Context: an optimization exercise on an open-source flow, tuned for small area, a short achievable clock period and few clock cycles. The choices shown serve that exercise and are no tape-out recipe.
At most, simulation tests tie the RTL to the original design; equivalence was not proved.
For run 2, only the layout was checked, not whether the RTL still works.

## flow/design.v (module list and top-level ports; edited modules follow where they fit)
// module Divider16t: 87 lines
// module div_step: 26 lines
// module div_mux8: 6 lines
// module div_sgn: 3 lines
// module div_nsel: 3 lines
// module MultDiv: 2467 lines
// module mac_fa: 4 lines
// module mac_ha: 4 lines
// module mac_pp: 3 lines
// module mac_add64: 1751 lines
// module div_sub35: 843 lines
// module pfx_pg: 4 lines
// module pfx_p: 3 lines
// module pfx_g: 3 lines
// module pfx_bn: 4 lines
// module pfx_bp: 4 lines
// module pfx_gn: 3 lines
// module pfx_gp: 3 lines
// module muldiv_unit: 160 lines
module muldiv_unit (
    input               clk,
    input               resetn,
    input               req_valid,
    output              req_ready,
    input       [2:0]   req_op,      
    input       [31:0]  req_a,
    input       [31:0]  req_b,
    input       [31:0]  req_hi,      
    input       [31:0]  req_lo,
    output              resp_valid,
    output      [31:0]  resp_hi,
    output      [31:0]  resp_lo
);
  // ...
==> flow/flow/run.sh <==
#!/bin/bash
# The standard layout (standard.sh) with changes to how it is made:
#  - ORFS's setup repair is asked to leave a larger slack margin after clock
#    tree synthesis and global routing: the design's 20 ns clock leaves every
#    path with slack, so without a margin the repair never works on the
#    critical paths (the repair after synthesis keeps a smaller margin);
#  - the port buffers that placement inserts on every input and output are
#    plain buffers (buf_4) rather than the slow delay cells it picks by itself.
set -euo pipefail
EARLY=10
MARGIN=14
PORTBUF=sky130_fd_sc_hd__buf_4
mk() {
  sed "s|\"\${@:-finish}\"|SETUP_SLACK_MARGIN=$1 'BUFFER_PORTS_ARGS=-buffer_cell $PORTBUF' \"\${@:-finish}\"|" standard.sh > standard_m$1.sh
  grep -q "SETUP_SLACK_MARGIN=$1" standard_m$1.sh
}
mk $EARLY
mk $MARGIN
bash standard_m$EARLY.sh synth floorplan place > layout_early.log 2>&1
bash standard_m$MARGIN.sh > layout.log 2>&1
==> flow/standard.sh <==
#!/bin/bash
# synth_recipe.tcl (not shown) runs the flow's synth.tcl, then flattens the netlist and writes it again
# the make line also repeats each setting of config.mk as NAME=value (left out here)
make -C /OpenROAD-flow-scripts/flow DESIGN_CONFIG=/design/flow/config.mk WORK_HOME=/design/flow/orfs CLKGATE_MAP_FILE= SYNTH_SCRIPT=/design/flow/synth_recipe.tcl "${@:-finish}"
==> flow/config.mk <==
export PLATFORM = sky130hd
export DESIGN_NAME = muldiv_unit
export DESIGN_NICKNAME = muldiv_unit
export VERILOG_FILES = /design/flow/design.v
export SDC_FILE = /design/flow/constraint.sdc
export NUM_CORES = 8
export LEC_CHECK = 0
export CAP_MARGIN = 20
export CORE_MARGIN = 2
export CORE_UTILIZATION = 40
export CTS_CLUSTER_DIAMETER = 100
export CTS_CLUSTER_SIZE = 20
export SLEW_MARGIN = 20
export SYNTH_HIERARCHICAL = 1
export SYNTH_MINIMUM_KEEP_SIZE = 0
==> flow/constraint.sdc <==
create_clock -name core_clock -period 20.0 [get_ports {clk}]
set_input_delay 4.0000 -clock core_clock [delete_from_list [all_inputs] [get_ports {clk}]]
set_output_delay 4.0000 -clock core_clock [all_outputs]
set_load 0.01 [all_outputs]
==> results.sh, run 1 <==
export IMPL_mostFrequentLayoutCells="816 x xnor2_1, 546 x fa_1, 528 x a22oi_2"
export IMPL_wirelength_mm=267.8
export IMPL_path_cells="buf_4, buf_4, buf_4, mux2_2, buf_4"
export IMPL_routabilityCongestion=0.9984
export IMPL_hold_buffers=0
export IMPL_multi_input_gates=5297
export IMPL_crit_start="u_div.rr[5]"
export IMPL_dieHeight_um=416.9
export IMPL_ant_nets=0
export IMPL_grt_max_degree=72
export IMPL_dpl_instance_area_mm2=0.07203
export IMPL_grt_util_met3_pct=5.530
export IMPL_status="timing/DRC/antenna clean"
export IMPL_max_slew_margin_rel_pct=26.85
export IMPL_finalCoreUtilization_pct=45.28
export IMPL_r2r_start="u_div.ddn[2]"
export IMPL_min_path_cells=3
export IMPL_n_fill_cell=15854
export IMPL_final_common_cell="xnor2_1"
export IMPL_cts_tree="yes"
export IMPL_rsz0062_at_grt="true"
export IMPL_fin_hold_ws_ns=0.5583
export IMPL_cts_max_path_buffers=3
export IMPL_worstHoldPathType="flop to flop"
export IMPL_critical_path_endpoint_type="output port"
export IMPL_die_area_mm2=0.1738
export IMPL_dominant_cells="multi-input gates"
export IMPL_critical_path_top_delay_family="buffers and inverters"
Testbench counts, summed over its fixed seeds: cycles 5,290.
==> module muldiv_unit, before the edit <==
module muldiv_unit (
    input               clk,
    input               resetn,
    input               req_valid,
    output              req_ready,
    input       [2:0]   req_op,      
    input       [31:0]  req_a,
    input       [31:0]  req_b,
    input       [31:0]  req_hi,      
    input       [31:0]  req_lo,
    output              resp_valid,
    output      [31:0]  resp_hi,
    output      [31:0]  resp_lo
);
    reg         ir_valid;
    reg         ir_div, ir_sa, ir_sb;
    reg [31:0]  ir_a, ir_b, ir_hi, ir_lo;
    reg         ir_flip;             
    reg [5:0]   ir_lza, ir_lzb;      
    wire        rq_sgn = !req_op[0];
    wire        rq_sub = req_op[2] && req_op[1];
    wire        rq_sa  = rq_sgn && req_a[31];
    wire        rq_sb  = rq_sgn && req_b[31];
    wire        rq_flip = rq_sub ^ rq_sa ^ rq_sb;
    function [5:0] lzc32;
        input [31:0] v;
        reg   [7:0]  nz4;
        reg   [15:0] l4;         
        reg   [3:0]  nz8;
        reg   [11:0] l8;         
        reg   [1:0]  nz16;
        reg   [7:0]  l16;        
        integer i;
        begin
            for (i = 0; i < 8; i = i + 1) begin
                nz4[i] = |v[4*i +: 4];
                l4[2*i +: 2] = v[4*i+3] ? 2'd0 : v[4*i+2] ? 2'd1 : v[4*i+1] ? 2'd2 : 2'd3;
            end
            for (i = 0; i < 4; i = i + 1) begin
                nz8[i] = nz4[2*i+1] | nz4[2*i];
                l8[3*i +: 3] = nz4[2*i+1] ? {1'b0, l4[4*i+2 +: 2]} : {1'b1, l4[4*i +: 2]};
            end
            for (i = 0; i < 2; i = i + 1) begin
                nz16[i] = nz8[2*i+1] | nz8[2*i];
                l16[4*i +: 4] = nz8[2*i+1] ? {1'b0, l8[6*i+3 +: 3]} : {1'b1, l8[6*i +: 3]};
            end
            lzc32 = nz16[1] ? {2'b00, l16[7:4]} : nz16[0] ? {2'b01, l16[3:0]} : 6'd32;
        end
    endfunction
    wire [5:0]  rq_lza = rq_sa ? lzc32(~req_a) : lzc32(req_a);
    wire [5:0]  rq_lzb = rq_sb ? lzc32(~req_b) : lzc32(req_b);
    wire [31:0] rq_na = -req_a;
    wire [31:0] rq_nb = -req_b;
    reg         b_valid, b_wait;     
    reg         e0_full, e0_wait;    
    reg [63:0]  e0_res;
    reg         resp_e0, resp_div;   
    reg         resp_any;            
    reg         mul_ok, div_ok;      
    reg         rdy;                 
    wire        div_idle, div_done;
    wire        dv_idle_n, dv_done_n;    
    wire [63:0] div_res;
    wire [63:0] mac_r0, mac_r1;
    reg  [63:0] b_r0, b_r1;
    wire [63:0] mac_res;
    wire        mac_co, mac_ct, mac_pt;
    wire        mul_issue = ir_valid && !ir_div && mul_ok;
    wire        div_issue = ir_valid &&  ir_div && div_ok;
    wire        consume   = mul_issue || div_issue;
    assign req_ready  = rdy;             
    assign resp_valid = resp_any;
    assign resp_hi    = resp_div ? div_res[63:32] : e0_res[63:32];
    assign resp_lo    = resp_div ? div_res[31:0]  : e0_res[31:0];
    wire        b_land   = b_valid && (!e0_full || resp_e0);
    wire        div_busy = !dv_idle_n;
    wire        e0_nf    = b_land || (e0_full && !resp_e0);
    wire        e0_nw    = b_land ? b_wait && !resp_div : e0_wait && !resp_div;
    wire        b_nv     = mul_issue || (b_valid && !b_land);
    wire        b_nw     = mul_issue ? div_busy : b_wait && !resp_div;
    wire        e0_rn    = e0_nf && !e0_nw;      
    wire        mul_ok_n = !b_nv || (!e0_nf || e0_rn);
    wire        div_ok_n = dv_idle_n || (dv_done_n && !e0_rn);
    wire        ir_valid_n = req_ready ? req_valid : (ir_valid && !consume);
    wire        ir_div_n   = req_ready ? (!req_op[2] && req_op[1]) : ir_div;
    always @(posedge clk) begin
        if (!resetn) begin
            ir_valid <= 1'b0;
            b_valid  <= 1'b0;
            b_wait   <= 1'b0;
            e0_full  <= 1'b0;
            e0_wait  <= 1'b0;
            resp_e0  <= 1'b0;
            resp_div <= 1'b0;
            resp_any <= 1'b0;
            rdy      <= 1'b1;
            mul_ok   <= 1'b1;
            div_ok   <= 1'b1;
        end
        else begin
            ir_valid <= ir_valid_n;
            b_valid  <= b_nv;
            b_wait   <= b_nw;
            e0_full  <= e0_nf;
            e0_wait  <= e0_nw;
            resp_e0  <= e0_rn;
            resp_div <= dv_done_n && !e0_rn;
            resp_any <= e0_rn || dv_done_n;
            mul_ok   <= mul_ok_n;
            div_ok   <= div_ok_n;
            rdy      <= !ir_valid_n || (ir_div_n ? div_ok_n : mul_ok_n);
        end
    end
    always @(posedge clk) begin
        if (req_ready) begin
            ir_div <= !req_op[2] && req_op[1];
            ir_sa  <= rq_sa;
            ir_sb  <= rq_sb;
            ir_a   <= rq_sa ? rq_na : req_a;
            ir_b   <= rq_sb ? rq_nb : req_b;
            ir_flip <= rq_flip;
            ir_lza <= rq_lza;
            ir_lzb <= rq_lzb;
            ir_hi  <= req_op[2] ? req_hi : 32'd0;
            ir_lo  <= req_op[2] ? req_lo : 32'd0;
        end
        if (mul_issue) begin
            b_r0 <= mac_r0;
            b_r1 <= mac_r1;
        end
        if (b_land)
            e0_res <= mac_res;
    end
    MultDiv u_mac (
        .a   ( ir_a            ),
        .b   ( ir_b            ),
        .flip( ir_flip         ),
        .x   ( {ir_hi, ir_lo}  ),
        .r0  ( mac_r0          ),
        .r1  ( mac_r1          )
    );
    mac_add64 u_cpa (b_r0, b_r1, 1'b0, mac_res, mac_co, mac_ct, mac_pt);
    Divider16t u_div (
        .clk    ( clk       ),
        .resetn ( resetn    ),
        .start  ( div_issue ),
        .sa     ( ir_sa     ),
        .sb     ( ir_sb     ),
        .a      ( ir_a      ),
        .b      ( ir_b      ),
        .lza    ( ir_lza    ),
        .lzb    ( ir_lzb    ),
        .take   ( resp_div  ),
        .idle   ( div_idle  ),
        .done   ( div_done  ),
        .idle_n ( dv_idle_n ),
        .done_n ( dv_done_n ),
        .res    ( div_res   )
    );
endmodule
==> run 2: changes to the inputs <==
--- a/flow/design.v
+++ b/flow/design.v
@@ -121,18 +121,19 @@
 module div_sgn (input p, input c_n, output nonneg);
     assign nonneg = p ^ c_n;
 endmodule
 module div_nsel (input iter, input [31:0] st, input [31:0] alt, output [31:0] d);
     assign d = iter ? st : alt;
 endmodule
 module MultDiv (
     input  [31:0] a,
-    input  [31:0] b,
-    input         flip,    
+    input  [16:0] one,
+    input  [16:0] two,
+    input  [16:0] neg,
     input  [63:0] x,
     output [63:0] r0,      
     output [63:0] r1
 );
     wire s1;
     wire c2;
     wire s3;
     wire c4;
@@ -1339,26 +1340,16 @@
     wire s1205;
     wire c1206;
     wire s1207;
     wire c1208;
     wire s1209;
     wire c1210;
     wire s1211;
     wire c1212;
-    wire [34:0] bx = {2'b00, b, 1'b0};
-    wire [16:0] one, two, neg;
-    genvar j;
-    generate
-        for (j = 0; j < 17; j = j + 1) begin : enc
-            assign one[j] = bx[2*j+1] ^ bx[2*j];
-            assign two[j] = (bx[2*j+2] & !bx[2*j+1] & !bx[2*j]) | (!bx[2*j+2] & bx[2*j+1] & bx[2*j]);
-            assign neg[j] = bx[2*j+2] ^ flip;
-        end
-    endgenerate
     wire [34:0] pp_0;
     assign pp_0[0] = ((one[0] & a[0])) ^ neg[0];
     mac_pp u_pp_0_1 (one[0], two[0], neg[0], a[1], a[0], pp_0[1]);
     mac_pp u_pp_0_2 (one[0], two[0], neg[0], a[2], a[1], pp_0[2]);
     mac_pp u_pp_0_3 (one[0], two[0], neg[0], a[3], a[2], pp_0[3]);
     mac_pp u_pp_0_4 (one[0], two[0], neg[0], a[4], a[3], pp_0[4]);
     mac_pp u_pp_0_5 (one[0], two[0], neg[0], a[5], a[4], pp_0[5]);
     mac_pp u_pp_0_6 (one[0], two[0], neg[0], a[6], a[5], pp_0[6]);
@@ -5191,16 +5182,370 @@
     assign s[31] = ~(p0[31] ^ g7_31);
     assign s[32] = ~(p0[32] ^ g7_32);
     assign s[33] = ~(p0[33] ^ g7_33);
     assign s[34] = ~(p0[34] ^ g7_34);
     assign cout = ~g7_35;
     assign ctop = g7_34;     
     assign ptop = p0[34];
 endmodule
+module neg32 (input [31:0] x, output [31:0] y);
+    wire z1_0;
+    wire z1_1;
+    wire z1_2;
+    wire z1_3;
+    wire z1_4;
+    wire z1_5;
+    wire z1_6;
+    wire z1_7;
+    wire z1_8;
+    wire z1_9;
+    wire z1_10;
+    wire z1_11;
+    wire z1_12;
+    wire z1_13;
+    wire z1_14;
+    wire z1_15;
+    wire z1_16;
+    wire z1_17;
+    wire z1_18;
+    wire z1_19;
+    wire z1_20;
+    wire z1_21;
+    wire z1_22;
+    wire z1_23;
+    wire z1_24;
+    wire z1_25;
+    wire z1_26;
+    wire z1_27;
+    wire z1_28;
+    wire z1_29;
+    wire z1_30;
+    wire z1_31;
+    wire z2_0;
+    wire z2_1;
+    wire z2_2;
+    wire z2_3;
+    wire z2_4;
+    wire z2_5;
+    wire z2_6;
+    wire z2_7;
+    wire z2_8;
+    wire z2_9;
+    wire z2_10;
+    wire z2_11;
+    wire z2_12;
+    wire z2_13;
+    wire z2_14;
+    wire z2_15;
+    wire z2_16;
+    wire z2_17;
+    wire z2_18;
+    wire z2_19;
+    wire z2_20;
+    wire z2_21;
+    wire z2_22;
+    wire z2_23;
+    wire z2_24;
+    wire z2_25;
+    wire z2_26;
+    wire z2_27;
+    wire z2_28;
+    wire z2_29;
+    wire z2_30;
+    wire z2_31;
+    wire z3_0;
+    wire z3_1;
+    wire z3_2;
+    wire z3_3;
+    wire z3_4;
+    wire z3_5;
+    wire z3_6;
+    wire z3_7;
+    wire z3_8;
+    wire z3_9;
+    wire z3_10;
+    wire z3_11;
+    wire z3_12;
+    wire z3_13;
+    wire z3_14;
+    wire z3_15;
+    wire z3_16;
+    wire z3_17;
+    wire z3_18;
+    wire z3_19;
+    wire z3_20;
+    wire z3_21;
+    wire z3_22;
+    wire z3_23;
+    wire z3_24;
+    wire z3_25;
+    wire z3_26;
+    wire z3_27;
+    wire z3_28;
+    wire z3_29;
+    wire z3_30;
+    wire z3_31;
+    wire z4_0;
+    wire z4_1;
+    wire z4_2;
+    wire z4_3;
+    wire z4_4;
+    wire z4_5;
+    wire z4_6;
+    wire z4_7;
+    wire z4_8;
+    wire z4_9;
+    wire z4_10;
+    wire z4_11;
+    wire z4_12;
+    wire z4_13;
+    wire z4_14;
+    wire z4_15;
+    wire z4_16;
+    wire z4_17;
+    wire z4_18;
+    wire z4_19;
+    wire z4_20;
+    wire z4_21;
+    wire z4_22;
+    wire z4_23;
+    wire z4_24;
+    wire z4_25;
+    wire z4_26;
+    wire z4_27;
+    wire z4_28;
+    wire z4_29;
+    wire z4_30;
+    wire z4_31;
+    wire z5_0;
+    wire z5_1;
+    wire z5_2;
+    wire z5_3;
+    wire z5_4;
+    wire z5_5;
+    wire z5_6;
+    wire z5_7;
+    wire z5_8;
+    wire z5_9;
+    wire z5_10;
+    wire z5_11;
+    wire z5_12;
+    wire z5_13;
+    wire z5_14;
+    wire z5_15;
+    wire z5_16;
+    wire z5_17;
+    wire z5_18;
+    wire z5_19;
+    wire z5_20;
+    wire z5_21;
+    wire z5_22;
+    wire z5_23;
+    wire z5_24;
+    wire z5_25;
+    wire z5_26;
+    wire z5_27;
+    wire z5_28;
+    wire z5_29;
+    wire z5_30;
+    wire z5_31;
+    assign z1_0 = ~x[0];
+    pfx_and_p u_z1_1 (x[1], x[0], z1_1);
+    pfx_and_p u_z1_2 (x[2], x[1], z1_2);
+    pfx_and_p u_z1_3 (x[3], x[2], z1_3);
+    pfx_and_p u_z1_4 (x[4], x[3], z1_4);
+    pfx_and_p u_z1_5 (x[5], x[4], z1_5);
+    pfx_and_p u_z1_6 (x[6], x[5], z1_6);
+    pfx_and_p u_z1_7 (x[7], x[6], z1_7);
+    pfx_and_p u_z1_8 (x[8], x[7], z1_8);
+    pfx_and_p u_z1_9 (x[9], x[8], z1_9);
+    pfx_and_p u_z1_10 (x[10], x[9], z1_10);
+    pfx_and_p u_z1_11 (x[11], x[10], z1_11);
+    pfx_and_p u_z1_12 (x[12], x[11], z1_12);
+    pfx_and_p u_z1_13 (x[13], x[12], z1_13);
+    pfx_and_p u_z1_14 (x[14], x[13], z1_14);
+    pfx_and_p u_z1_15 (x[15], x[14], z1_15);
+    pfx_and_p u_z1_16 (x[16], x[15], z1_16);
+    pfx_and_p u_z1_17 (x[17], x[16], z1_17);
+    pfx_and_p u_z1_18 (x[18], x[17], z1_18);
+    pfx_and_p u_z1_19 (x[19], x[18], z1_19);
+    pfx_and_p u_z1_20 (x[20], x[19], z1_20);
+    pfx_and_p u_z1_21 (x[21], x[20], z1_21);
+    pfx_and_p u_z1_22 (x[22], x[21], z1_22);
+    pfx_and_p u_z1_23 (x[23], x[22], z1_23);
+    pfx_and_p u_z1_24 (x[24], x[23], z1_24);
+    pfx_and_p u_z1_25 (x[25], x[24], z1_25);
+    pfx_and_p u_z1_26 (x[26], x[25], z1_26);
+    pfx_and_p u_z1_27 (x[27], x[26], z1_27);
+    pfx_and_p u_z1_28 (x[28], x[27], z1_28);
+    pfx_and_p u_z1_29 (x[29], x[28], z1_29);
+    pfx_and_p u_z1_30 (x[30], x[29], z1_30);
+    pfx_and_p u_z1_31 (x[31], x[30], z1_31);
+    assign z2_0 = ~z1_0;
+    assign z2_1 = ~z1_1;
+    pfx_and_n u_z2_2 (z1_2, z1_0, z2_2);
+    pfx_and_n u_z2_3 (z1_3, z1_1, z2_3);
+    pfx_and_n u_z2_4 (z1_4, z1_2, z2_4);
+    pfx_and_n u_z2_5 (z1_5, z1_3, z2_5);
+    pfx_and_n u_z2_6 (z1_6, z1_4, z2_6);
+    pfx_and_n u_z2_7 (z1_7, z1_5, z2_7);
+    pfx_and_n u_z2_8 (z1_8, z1_6, z2_8);
+    pfx_and_n u_z2_9 (z1_9, z1_7, z2_9);
+    pfx_and_n u_z2_10 (z1_10, z1_8, z2_10);
+    pfx_and_n u_z2_11 (z1_11, z1_9, z2_11);
+    pfx_and_n u_z2_12 (z1_12, z1_10, z2_12);
+    pfx_and_n u_z2_13 (z1_13, z1_11, z2_13);
+    pfx_and_n u_z2_14 (z1_14, z1_12, z2_14);
+    pfx_and_n u_z2_15 (z1_15, z1_13, z2_15);
+    pfx_and_n u_z2_16 (z1_16, z1_14, z2_16);
+    pfx_and_n u_z2_17 (z1_17, z1_15, z2_17);
+    pfx_and_n u_z2_18 (z1_18, z1_16, z2_18);
+    pfx_and_n u_z2_19 (z1_19, z1_17, z2_19);
+    pfx_and_n u_z2_20 (z1_20, z1_18, z2_20);
+    pfx_and_n u_z2_21 (z1_21, z1_19, z2_21);
+    pfx_and_n u_z2_22 (z1_22, z1_20, z2_22);
+    pfx_and_n u_z2_23 (z1_23, z1_21, z2_23);
+    pfx_and_n u_z2_24 (z1_24, z1_22, z2_24);
+    pfx_and_n u_z2_25 (z1_25, z1_23, z2_25);
+    pfx_and_n u_z2_26 (z1_26, z1_24, z2_26);
+    pfx_and_n u_z2_27 (z1_27, z1_25, z2_27);
+    pfx_and_n u_z2_28 (z1_28, z1_26, z2_28);
+    pfx_and_n u_z2_29 (z1_29, z1_27, z2_29);
+    pfx_and_n u_z2_30 (z1_30, z1_28, z2_30);
+    pfx_and_n u_z2_31 (z1_31, z1_29, z2_31);
+    assign z3_0 = ~z2_0;
+    assign z3_1 = ~z2_1;
+    assign z3_2 = ~z2_2;
+    assign z3_3 = ~z2_3;
+    pfx_and_p u_z3_4 (z2_4, z2_0, z3_4);
+    pfx_and_p u_z3_5 (z2_5, z2_1, z3_5);
+    pfx_and_p u_z3_6 (z2_6, z2_2, z3_6);
+    pfx_and_p u_z3_7 (z2_7, z2_3, z3_7);
+    pfx_and_p u_z3_8 (z2_8, z2_4, z3_8);
+    pfx_and_p u_z3_9 (z2_9, z2_5, z3_9);
+    pfx_and_p u_z3_10 (z2_10, z2_6, z3_10);
+    pfx_and_p u_z3_11 (z2_11, z2_7, z3_11);
+    pfx_and_p u_z3_12 (z2_12, z2_8, z3_12);
+    pfx_and_p u_z3_13 (z2_13, z2_9, z3_13);
+    pfx_and_p u_z3_14 (z2_14, z2_10, z3_14);
+    pfx_and_p u_z3_15 (z2_15, z2_11, z3_15);
+    pfx_and_p u_z3_16 (z2_16, z2_12, z3_16);
+    pfx_and_p u_z3_17 (z2_17, z2_13, z3_17);
+    pfx_and_p u_z3_18 (z2_18, z2_14, z3_18);
+    pfx_and_p u_z3_19 (z2_19, z2_15, z3_19);
+    pfx_and_p u_z3_20 (z2_20, z2_16, z3_20);
+    pfx_and_p u_z3_21 (z2_21, z2_17, z3_21);
+    pfx_and_p u_z3_22 (z2_22, z2_18, z3_22);
+    pfx_and_p u_z3_23 (z2_23, z2_19, z3_23);
+    pfx_and_p u_z3_24 (z2_24, z2_20, z3_24);
+    pfx_and_p u_z3_25 (z2_25, z2_21, z3_25);
+    pfx_and_p u_z3_26 (z2_26, z2_22, z3_26);
+    pfx_and_p u_z3_27 (z2_27, z2_23, z3_27);
+    pfx_and_p u_z3_28 (z2_28, z2_24, z3_28);
+    pfx_and_p u_z3_29 (z2_29, z2_25, z3_29);
+    pfx_and_p u_z3_30 (z2_30, z2_26, z3_30);
+    pfx_and_p u_z3_31 (z2_31, z2_27, z3_31);
+    assign z4_0 = ~z3_0;
+    assign z4_1 = ~z3_1;
+    assign z4_2 = ~z3_2;
+    assign z4_3 = ~z3_3;
+    assign z4_4 = ~z3_4;
+    assign z4_5 = ~z3_5;
+    assign z4_6 = ~z3_6;
+    assign z4_7 = ~z3_7;
+    pfx_and_n u_z4_8 (z3_8, z3_0, z4_8);
+    pfx_and_n u_z4_9 (z3_9, z3_1, z4_9);
+    pfx_and_n u_z4_10 (z3_10, z3_2, z4_10);
+    pfx_and_n u_z4_11 (z3_11, z3_3, z4_11);
+    pfx_and_n u_z4_12 (z3_12, z3_4, z4_12);
+    pfx_and_n u_z4_13 (z3_13, z3_5, z4_13);
+    pfx_and_n u_z4_14 (z3_14, z3_6, z4_14);
+    pfx_and_n u_z4_15 (z3_15, z3_7, z4_15);
+    pfx_and_n u_z4_16 (z3_16, z3_8, z4_16);
+    pfx_and_n u_z4_17 (z3_17, z3_9, z4_17);
+    pfx_and_n u_z4_18 (z3_18, z3_10, z4_18);
+    pfx_and_n u_z4_19 (z3_19, z3_11, z4_19);
+    pfx_and_n u_z4_20 (z3_20, z3_12, z4_20);
+    pfx_and_n u_z4_21 (z3_21, z3_13, z4_21);
+    pfx_and_n u_z4_22 (z3_22, z3_14, z4_22);
+    pfx_and_n u_z4_23 (z3_23, z3_15, z4_23);
+    pfx_and_n u_z4_24 (z3_24, z3_16, z4_24);
+    pfx_and_n u_z4_25 (z3_25, z3_17, z4_25);
+    pfx_and_n u_z4_26 (z3_26, z3_18, z4_26);
+    pfx_and_n u_z4_27 (z3_27, z3_19, z4_27);
+    pfx_and_n u_z4_28 (z3_28, z3_20, z4_28);
+    pfx_and_n u_z4_29 (z3_29, z3_21, z4_29);
+    pfx_and_n u_z4_30 (z3_30, z3_22, z4_30);
+    pfx_and_n u_z4_31 (z3_31, z3_23, z4_31);
+    assign z5_0 = ~z4_0;
+    assign z5_1 = ~z4_1;
+    assign z5_2 = ~z4_2;
+    assign z5_3 = ~z4_3;
+    assign z5_4 = ~z4_4;
+    assign z5_5 = ~z4_5;
+    assign z5_6 = ~z4_6;
+    assign z5_7 = ~z4_7;
+    assign z5_8 = ~z4_8;
+    assign z5_9 = ~z4_9;
+    assign z5_10 = ~z4_10;
+    assign z5_11 = ~z4_11;
+    assign z5_12 = ~z4_12;
+    assign z5_13 = ~z4_13;
+    assign z5_14 = ~z4_14;
+    assign z5_15 = ~z4_15;
+    pfx_and_p u_z5_16 (z4_16, z4_0, z5_16);
+    pfx_and_p u_z5_17 (z4_17, z4_1, z5_17);
+    pfx_and_p u_z5_18 (z4_18, z4_2, z5_18);
+    pfx_and_p u_z5_19 (z4_19, z4_3, z5_19);
+    pfx_and_p u_z5_20 (z4_20, z4_4, z5_20);
+    pfx_and_p u_z5_21 (z4_21, z4_5, z5_21);
+    pfx_and_p u_z5_22 (z4_22, z4_6, z5_22);
+    pfx_and_p u_z5_23 (z4_23, z4_7, z5_23);
+    pfx_and_p u_z5_24 (z4_24, z4_8, z5_24);
+    pfx_and_p u_z5_25 (z4_25, z4_9, z5_25);
+    pfx_and_p u_z5_26 (z4_26, z4_10, z5_26);
+    pfx_and_p u_z5_27 (z4_27, z4_11, z5_27);
+    pfx_and_p u_z5_28 (z4_28, z4_12, z5_28);
+    pfx_and_p u_z5_29 (z4_29, z4_13, z5_29);
+    pfx_and_p u_z5_30 (z4_30, z4_14, z5_30);
+    pfx_and_p u_z5_31 (z4_31, z4_15, z5_31);
+    assign y[0] = x[0];
+    assign y[1] = ~x[1] ^ z5_0;
+    assign y[2] = ~x[2] ^ z5_1;
+    assign y[3] = ~x[3] ^ z5_2;
+    assign y[4] = ~x[4] ^ z5_3;
+    assign y[5] = ~x[5] ^ z5_4;
+    assign y[6] = ~x[6] ^ z5_5;
+    assign y[7] = ~x[7] ^ z5_6;
+    assign y[8] = ~x[8] ^ z5_7;
+    assign y[9] = ~x[9] ^ z5_8;
+    assign y[10] = ~x[10] ^ z5_9;
+    assign y[11] = ~x[11] ^ z5_10;
+    assign y[12] = ~x[12] ^ z5_11;
+    assign y[13] = ~x[13] ^ z5_12;
+    assign y[14] = ~x[14] ^ z5_13;
+    assign y[15] = ~x[15] ^ z5_14;
+    assign y[16] = ~x[16] ^ z5_15;
+    assign y[17] = ~x[17] ^ z5_16;
+    assign y[18] = ~x[18] ^ z5_17;
+    assign y[19] = ~x[19] ^ z5_18;
+    assign y[20] = ~x[20] ^ z5_19;
+    assign y[21] = ~x[21] ^ z5_20;
+    assign y[22] = ~x[22] ^ z5_21;
+    assign y[23] = ~x[23] ^ z5_22;
+    assign y[24] = ~x[24] ^ z5_23;
+    assign y[25] = ~x[25] ^ z5_24;
+    assign y[26] = ~x[26] ^ z5_25;
+    assign y[27] = ~x[27] ^ z5_26;
+    assign y[28] = ~x[28] ^ z5_27;
+    assign y[29] = ~x[29] ^ z5_28;
+    assign y[30] = ~x[30] ^ z5_29;
+    assign y[31] = ~x[31] ^ z5_30;
+endmodule
 module pfx_pg (input a, input b, output p, output g);
     assign p = a ^ b;
     assign g = a & b;
 endmodule
 module pfx_p (input a, input b, output p);
     assign p = a ^ b;
 endmodule
 module pfx_g (input a, input b, output g);
@@ -5215,16 +5560,22 @@
     assign p = ~(ph_n | pl_n);
 endmodule
 module pfx_gn (input gh, input ph, input gl, output g_n);
     assign g_n = ~(gh | (ph & gl));
 endmodule
 module pfx_gp (input gh_n, input ph_n, input gl_n, output g);
     assign g = ~(gh_n & (ph_n | gl_n));
 endmodule
+module pfx_and_n (input a, input b, output y_n);
+    assign y_n = ~(a & b);
+endmodule
+module pfx_and_p (input a_n, input b_n, output y);
+    assign y = ~(a_n | b_n);
+endmodule
 `timescale 1ns / 1ps
 module muldiv_unit (
     input               clk,
     input               resetn,
     input               req_valid,
     output              req_ready,
     input       [2:0]   req_op,      
     input       [31:0]  req_a,
@@ -5233,23 +5584,34 @@
     input       [31:0]  req_lo,
     output              resp_valid,
     output      [31:0]  resp_hi,
     output      [31:0]  resp_lo
 );
     reg         ir_valid;
     reg         ir_div, ir_sa, ir_sb;
     reg [31:0]  ir_a, ir_b, ir_hi, ir_lo;
-    reg         ir_flip;             
+    reg [16:0]  ir_one, ir_two, ir_neg;
     reg [5:0]   ir_lza, ir_lzb;      
     wire        rq_sgn = !req_op[0];
     wire        rq_sub = req_op[2] && req_op[1];
     wire        rq_sa  = rq_sgn && req_a[31];
     wire        rq_sb  = rq_sgn && req_b[31];
-    wire        rq_flip = rq_sub ^ rq_sa ^ rq_sb;
+    wire [34:0] rq_bx  = {{2{rq_sb}}, req_b, 1'b0};
+    wire        rq_flip = rq_sub ^ rq_sa;       
+    reg  [16:0] rq_one, rq_two, rq_neg;
+    integer j;
+    always @(*) begin
+        for (j = 0; j < 17; j = j + 1) begin
+            rq_one[j] = rq_bx[2*j+1] ^ rq_bx[2*j];
+            rq_two[j] = (rq_bx[2*j+2] & !rq_bx[2*j+1] & !rq_bx[2*j]) |
+                        (!rq_bx[2*j+2] & rq_bx[2*j+1] & rq_bx[2*j]);
+            rq_neg[j] = rq_bx[2*j+2] ^ rq_flip;
+        end
+    end
     function [5:0] lzc32;
         input [31:0] v;
         reg   [7:0]  nz4;
         reg   [15:0] l4;         
         reg   [3:0]  nz8;
         reg   [11:0] l8;         
         reg   [1:0]  nz16;
         reg   [7:0]  l16;        
@@ -5267,21 +5629,23 @@
                 nz16[i] = nz8[2*i+1] | nz8[2*i];
                 l16[4*i +: 4] = nz8[2*i+1] ? {1'b0, l8[6*i+3 +: 3]} : {1'b1, l8[6*i +: 3]};
             end
             lzc32 = nz16[1] ? {2'b00, l16[7:4]} : nz16[0] ? {2'b01, l16[3:0]} : 6'd32;
         end
     endfunction
     wire [5:0]  rq_lza = rq_sa ? lzc32(~req_a) : lzc32(req_a);
     wire [5:0]  rq_lzb = rq_sb ? lzc32(~req_b) : lzc32(req_b);
-    wire [31:0] rq_na = -req_a;
-    wire [31:0] rq_nb = -req_b;
+    wire [31:0] rq_na, rq_nb;
+    neg32 u_nega (req_a, rq_na);
+    neg32 u_negb (req_b, rq_nb);
     reg         b_valid, b_wait;     
-    reg         e0_full, e0_wait;    
-    reg [63:0]  e0_res;
+    reg         e0_full, e1_full;    
+    reg         e0_wait, e1_wait;    
+    reg [63:0]  e0_res, e1_res;
     reg         resp_e0, resp_div;   
     reg         resp_any;            
     reg         mul_ok, div_ok;      
     reg         rdy;                 
     wire        div_idle, div_done;
     wire        dv_idle_n, dv_done_n;    
     wire [63:0] div_res;
     wire [63:0] mac_r0, mac_r1;
@@ -5290,79 +5654,91 @@
     wire        mac_co, mac_ct, mac_pt;
     wire        mul_issue = ir_valid && !ir_div && mul_ok;
     wire        div_issue = ir_valid &&  ir_div && div_ok;
     wire        consume   = mul_issue || div_issue;
     assign req_ready  = rdy;             
     assign resp_valid = resp_any;
     assign resp_hi    = resp_div ? div_res[63:32] : e0_res[63:32];
     assign resp_lo    = resp_div ? div_res[31:0]  : e0_res[31:0];
-    wire        b_land   = b_valid && (!e0_full || resp_e0);
+    wire        q1     = resp_e0 ? e1_full : (e0_full && !e1_full);     
+    wire        q2     = !resp_e0 && e1_full;                           
+    wire        e0_nf  = q1 || q2 || b_valid;
+    wire        e1_nf  = q2 || (q1 && b_valid);
     wire        div_busy = !dv_idle_n;
-    wire        e0_nf    = b_land || (e0_full && !resp_e0);
-    wire        e0_nw    = b_land ? b_wait && !resp_div : e0_wait && !resp_div;
-    wire        b_nv     = mul_issue || (b_valid && !b_land);
-    wire        b_nw     = mul_issue ? div_busy : b_wait && !resp_div;
-    wire        e0_rn    = e0_nf && !e0_nw;      
-    wire        mul_ok_n = !b_nv || (!e0_nf || e0_rn);
+    wire        b_wait_l = b_wait && !resp_div;
+    wire        e0_nw  = resp_e0 ? (e1_full ? e1_wait && !resp_div : b_wait_l)
+                                 : (e0_full ? e0_wait && !resp_div : b_wait_l);
+    wire        e1_nw  = q1 ? b_wait_l : (e1_wait && !resp_div);
+    wire        e0_rn  = e0_nf && !e0_nw;        
+    wire        mul_ok_n = !e0_nf || (!e1_nf && (!mul_issue || e0_rn)) || (e1_nf && e0_rn && !mul_issue);
     wire        div_ok_n = dv_idle_n || (dv_done_n && !e0_rn);
     wire        ir_valid_n = req_ready ? req_valid : (ir_valid && !consume);
     wire        ir_div_n   = req_ready ? (!req_op[2] && req_op[1]) : ir_div;
     always @(posedge clk) begin
         if (!resetn) begin
             ir_valid <= 1'b0;
             b_valid  <= 1'b0;
             b_wait   <= 1'b0;
             e0_full  <= 1'b0;
+            e1_full  <= 1'b0;
             e0_wait  <= 1'b0;
+            e1_wait  <= 1'b0;
             resp_e0  <= 1'b0;
             resp_div <= 1'b0;
             resp_any <= 1'b0;
             rdy      <= 1'b1;
             mul_ok   <= 1'b1;
             div_ok   <= 1'b1;
         end
         else begin
             ir_valid <= ir_valid_n;
-            b_valid  <= b_nv;
-            b_wait   <= b_nw;
+            b_valid  <= mul_issue;
+            b_wait   <= div_busy;
             e0_full  <= e0_nf;
+            e1_full  <= e1_nf;
             e0_wait  <= e0_nw;
+            e1_wait  <= e1_nw;
             resp_e0  <= e0_rn;
             resp_div <= dv_done_n && !e0_rn;
             resp_any <= e0_rn || dv_done_n;
             mul_ok   <= mul_ok_n;
             div_ok   <= div_ok_n;
             rdy      <= !ir_valid_n || (ir_div_n ? div_ok_n : mul_ok_n);
         end
     end
     always @(posedge clk) begin
         if (req_ready) begin
             ir_div <= !req_op[2] && req_op[1];
             ir_sa  <= rq_sa;
             ir_sb  <= rq_sb;
             ir_a   <= rq_sa ? rq_na : req_a;
             ir_b   <= rq_sb ? rq_nb : req_b;
-            ir_flip <= rq_flip;
+            ir_one <= rq_one;
+            ir_two <= rq_two;
+            ir_neg <= rq_neg;
             ir_lza <= rq_lza;
             ir_lzb <= rq_lzb;
             ir_hi  <= req_op[2] ? req_hi : 32'd0;
             ir_lo  <= req_op[2] ? req_lo : 32'd0;
         end
-        if (mul_issue) begin
-            b_r0 <= mac_r0;
-            b_r1 <= mac_r1;
-        end
-        if (b_land)
+        b_r0 <= mac_r0;
+        b_r1 <= mac_r1;
+        if (resp_e0 && e1_full)
+            e0_res <= e1_res;
+        else if (!e0_full || resp_e0)
             e0_res <= mac_res;
+        if (q1)
+            e1_res <= mac_res;
     end
     MultDiv u_mac (
         .a   ( ir_a            ),
-        .b   ( ir_b            ),
-        .flip( ir_flip         ),
+        .one ( ir_one          ),
+        .two ( ir_two          ),
+        .neg ( ir_neg          ),
         .x   ( {ir_hi, ir_lo}  ),
         .r0  ( mac_r0          ),
         .r1  ( mac_r1          )
     );
     mac_add64 u_cpa (b_r0, b_r1, 1'b0, mac_res, mac_co, mac_ct, mac_pt);
     Divider16t u_div (
         .clk    ( clk       ),
         .resetn ( resetn    ),
==> flow/flow/run.sh (replaced) <==
#!/bin/bash
# The standard layout (standard.sh) with two changes to how it is made:
#  - ORFS's setup repair is asked to leave a larger slack margin: the design's
#    20 ns clock leaves every path with slack, so without a margin the repair
#    never works on the critical paths;
#  - the port buffers that placement inserts on every input and output are
#    plain buffers (buf_4) rather than the slow delay cells it picks by itself.
set -euo pipefail
MARGIN=14
PORTBUF=sky130_fd_sc_hd__buf_4
sed "s|\"\${@:-finish}\"|SETUP_SLACK_MARGIN=$MARGIN 'BUFFER_PORTS_ARGS=-buffer_cell $PORTBUF' \"\${@:-finish}\"|" standard.sh > standard_mod.sh
grep -q "SETUP_SLACK_MARGIN=$MARGIN" standard_mod.sh
bash standard_mod.sh > layout.log 2>&1
==> flow/config.mk (replaced) <==
export PLATFORM = sky130hd
export DESIGN_NAME = muldiv_unit
export DESIGN_NICKNAME = muldiv_unit
export VERILOG_FILES = /design/flow/design.v
export SDC_FILE = /design/flow/constraint.sdc
export NUM_CORES = 8
export LEC_CHECK = 0
export CAP_MARGIN = 20
export CORE_MARGIN = 2
export CORE_UTILIZATION = 40
export SLEW_MARGIN = 20
export SYNTH_HIERARCHICAL = 1
export SYNTH_MINIMUM_KEEP_SIZE = 0
==> results.sh, run 2 <==
export IMPL_status="timing/DRC/antenna clean"
export IMPL_finalCriticalPeriod_ns=5.997
export IMPL_rsz0062_at_grt="true"
export IMPL_insertion_delay_ns=0.73
export IMPL_track_usage_pct=31.33
export IMPL_cp_data_required_time_ns=16.00
export IMPL_grt_ovfl_total=0
export IMPL_layout_nets=8105
export IMPL_cts_sinks=599
export IMPL_n_fill_cell=16753
export IMPL_die_area_mm2=0.1823
export IMPL_path_max_fanout=17
export IMPL_via_count=56639
export IMPL_die_w_um=427.0
export IMPL_drc=0
export IMPL_slowest_stage="mux2_4"
export IMPL_htreeDepth=3
export IMPL_critical_path_endpoint_type="output port"
export IMPL_routabilityCongestion=1.014
export IMPL_drv_slew=0
export IMPL_cts_max_path_buffers=3
export IMPL_cts_made_buffers=77
export IMPL_worst_pin_slew_ns=1.173
export IMPL_grt_antenna_before_repair=13
export IMPL_wirelength_mm=291.0
export IMPL_via_per_inst=5.994
export IMPL_io_pins=200
export IMPL_grt_pass1_vias=58108
export IMPL_yosysWarnings=8
export IMPL_max_slew_margin_rel_pct=21.82
export IMPL_wire_per_inst_um=30.79
export IMPL_core_mm2=0.1780
export IMPL_fin_crit_sh_pct=29.99
export IMPL_drt_iter0_drc=5850
export IMPL_dr_pass1_iters=9
export IMPL_postSynthAreaPerCell_um2=10.67
export IMPL_fin_skew_ns=0.06617
export IMPL_setup_violations=0
export IMPL_syn_area_mm2=0.07156
export IMPL_start_util_pct=40.20
export IMPL_mostFrequentLayoutCells="849 x xnor2_1, 578 x nand2_1, 546 x fa_1"
export IMPL_reg2reg_slack_ns=14.08
export IMPL_drv_cap=0
export IMPL_setup_ws_ns=14.00
export IMPL_syn_instance_count=6705
export IMPL_port_buffers=199
export IMPL_clkSlewWorstSetupHoldPaths_ns=0.06
export IMPL_max_clock_freq_mhz=166.7
export IMPL_dp_hpwl_mm=214.2
export IMPL_path_cells="buf_12, mux2_4, buf_4"
export IMPL_num_rows=155
export IMPL_cp_arrival_ns=2.00
export IMPL_grt_max_degree=70
export IMPL_finalSetupTns_ns=0
export IMPL_dieHeight_um=427.0
export IMPL_cts_root_buf="clkbuf_16"
export IMPL_dpl_worst_slack_ns=12.54
export IMPL_final_common_cell="xnor2_1"
export IMPL_finalCoreUtilization_pct=45.48
export IMPL_syn_to_final_growth_pct=13.14
export IMPL_hold_viol=0
export IMPL_cts_tree="yes"
export IMPL_worstHoldPathType="flop to flop"
export IMPL_ant_nets=0
export IMPL_drive_gt1_share_pct=30.79
export IMPL_cpPeakStageDelay_ns=0.43
export IMPL_critical_path_class="flop to output port"
export IMPL_grt_pass1_wl_mm=414.3
export IMPL_startpoint_type="flop"
-- run 2: per-layer routing --
metal | wire length (um) | global-route usage (%) | share of wire (%) | up-vias
met5 | 52 | 0.1058 | 0.018 | -
li1 | - | - | - | 24398
met3 | 23800 | 6.322 | 8.2 | 738
met4 | 17720 | 16.07 | 6.1 | 6
met2 | 134000 | 50.54 | 46 | 2958
met1 | 115400 | 39.67 | 40 | 28539
-- run 2: timing repair --
item,4_1_cts,5_1_grt
gates cloned,4,1
buffers inserted,76,50
resized for setup,152,123
hold endpoints to repair,0,0
hold buffers,0,0
endpoints found under the setup margin,99,36
pin swaps,27,7
-- run 2: through the flow --
step	instances	instance area (um2)	hold slack (ns)
after CTS	9397	79780	0.4679
after global routing	9448	80960	0.4929
final	9450	80970	0.4657
after detailed placement	9173	75320	0.4484
after floorplan	6764	71790	0.4446
after global placement	9172	75270	0.4491
-- run 2: final cells by class --
type / count / area, um2 / area share (%)
sequential: 599 / 16550 / 20.45
inverter: 344 / 1300 / 1.606
tap: 2355 / 2947 / 3.639
clock buffer: 109 / 2151 / 2.656
multi-input combinational: 5552 / 53700 / 66.33
clock inverter: 35 / 480.5 / 0.5934
timing repair buffer: 454 / 3827 / 4.727
antenna: 2 / 5.005 / 0.006181
-- run 2: critical path: cells and delay by family (launching register included) --
family,cells,cell delay [ns]
multiplexers,1,0.43
flip-flops,1,0.39
buffers and inverters,2,0.39
-- run 2: final timing paths --
| check | start | endpoint | depth (start not counted) |
|---|---|---|---|
| setup / recovery | resp_div | resp_hi[18] | 3 |
| hold reg to reg | ir_lo[0] | b_r0[0] | 1 |
| setup reg to reg | ir_lzb[1] | u_div.rr[23] | 16 |
| hold / removal | ir_lo[0] | b_r0[0] | 1 |

## what the ideal ports hide
No port has a modelled driver above. Below, the same layouts with a new extraction and two added sets of constraints. Step 1: set_driving_cell puts a clkbuf_16 on clk and a buf_2 on each other input, an assumption about the parent block. Step 2 also shifts input and output timing later by t, the mid clock arrival at the registers, as if the neighbouring blocks saw the same clock. Three values: no drivers, after step 1, after step 2; two values: the first two.
| run | shift t [ns] | setup WS [ns] | worst setup path at the end | worst register clock-pin slew, ns |
|---|---|---|---|---|
| run 1 | 0.727 | 13.950 / 13.866 / 13.469 | input to register | 0.10 / 0.10 |
| run 2 | 0.773 | 14.003 / 13.923 / 13.474 | input to register | 0.07 / 0.07 |
After both steps setup and hold are still met in every run listed. The setup slack of run 2, which loses most, moves by -0.080 ns with the drivers and by -0.529 ns with both steps.
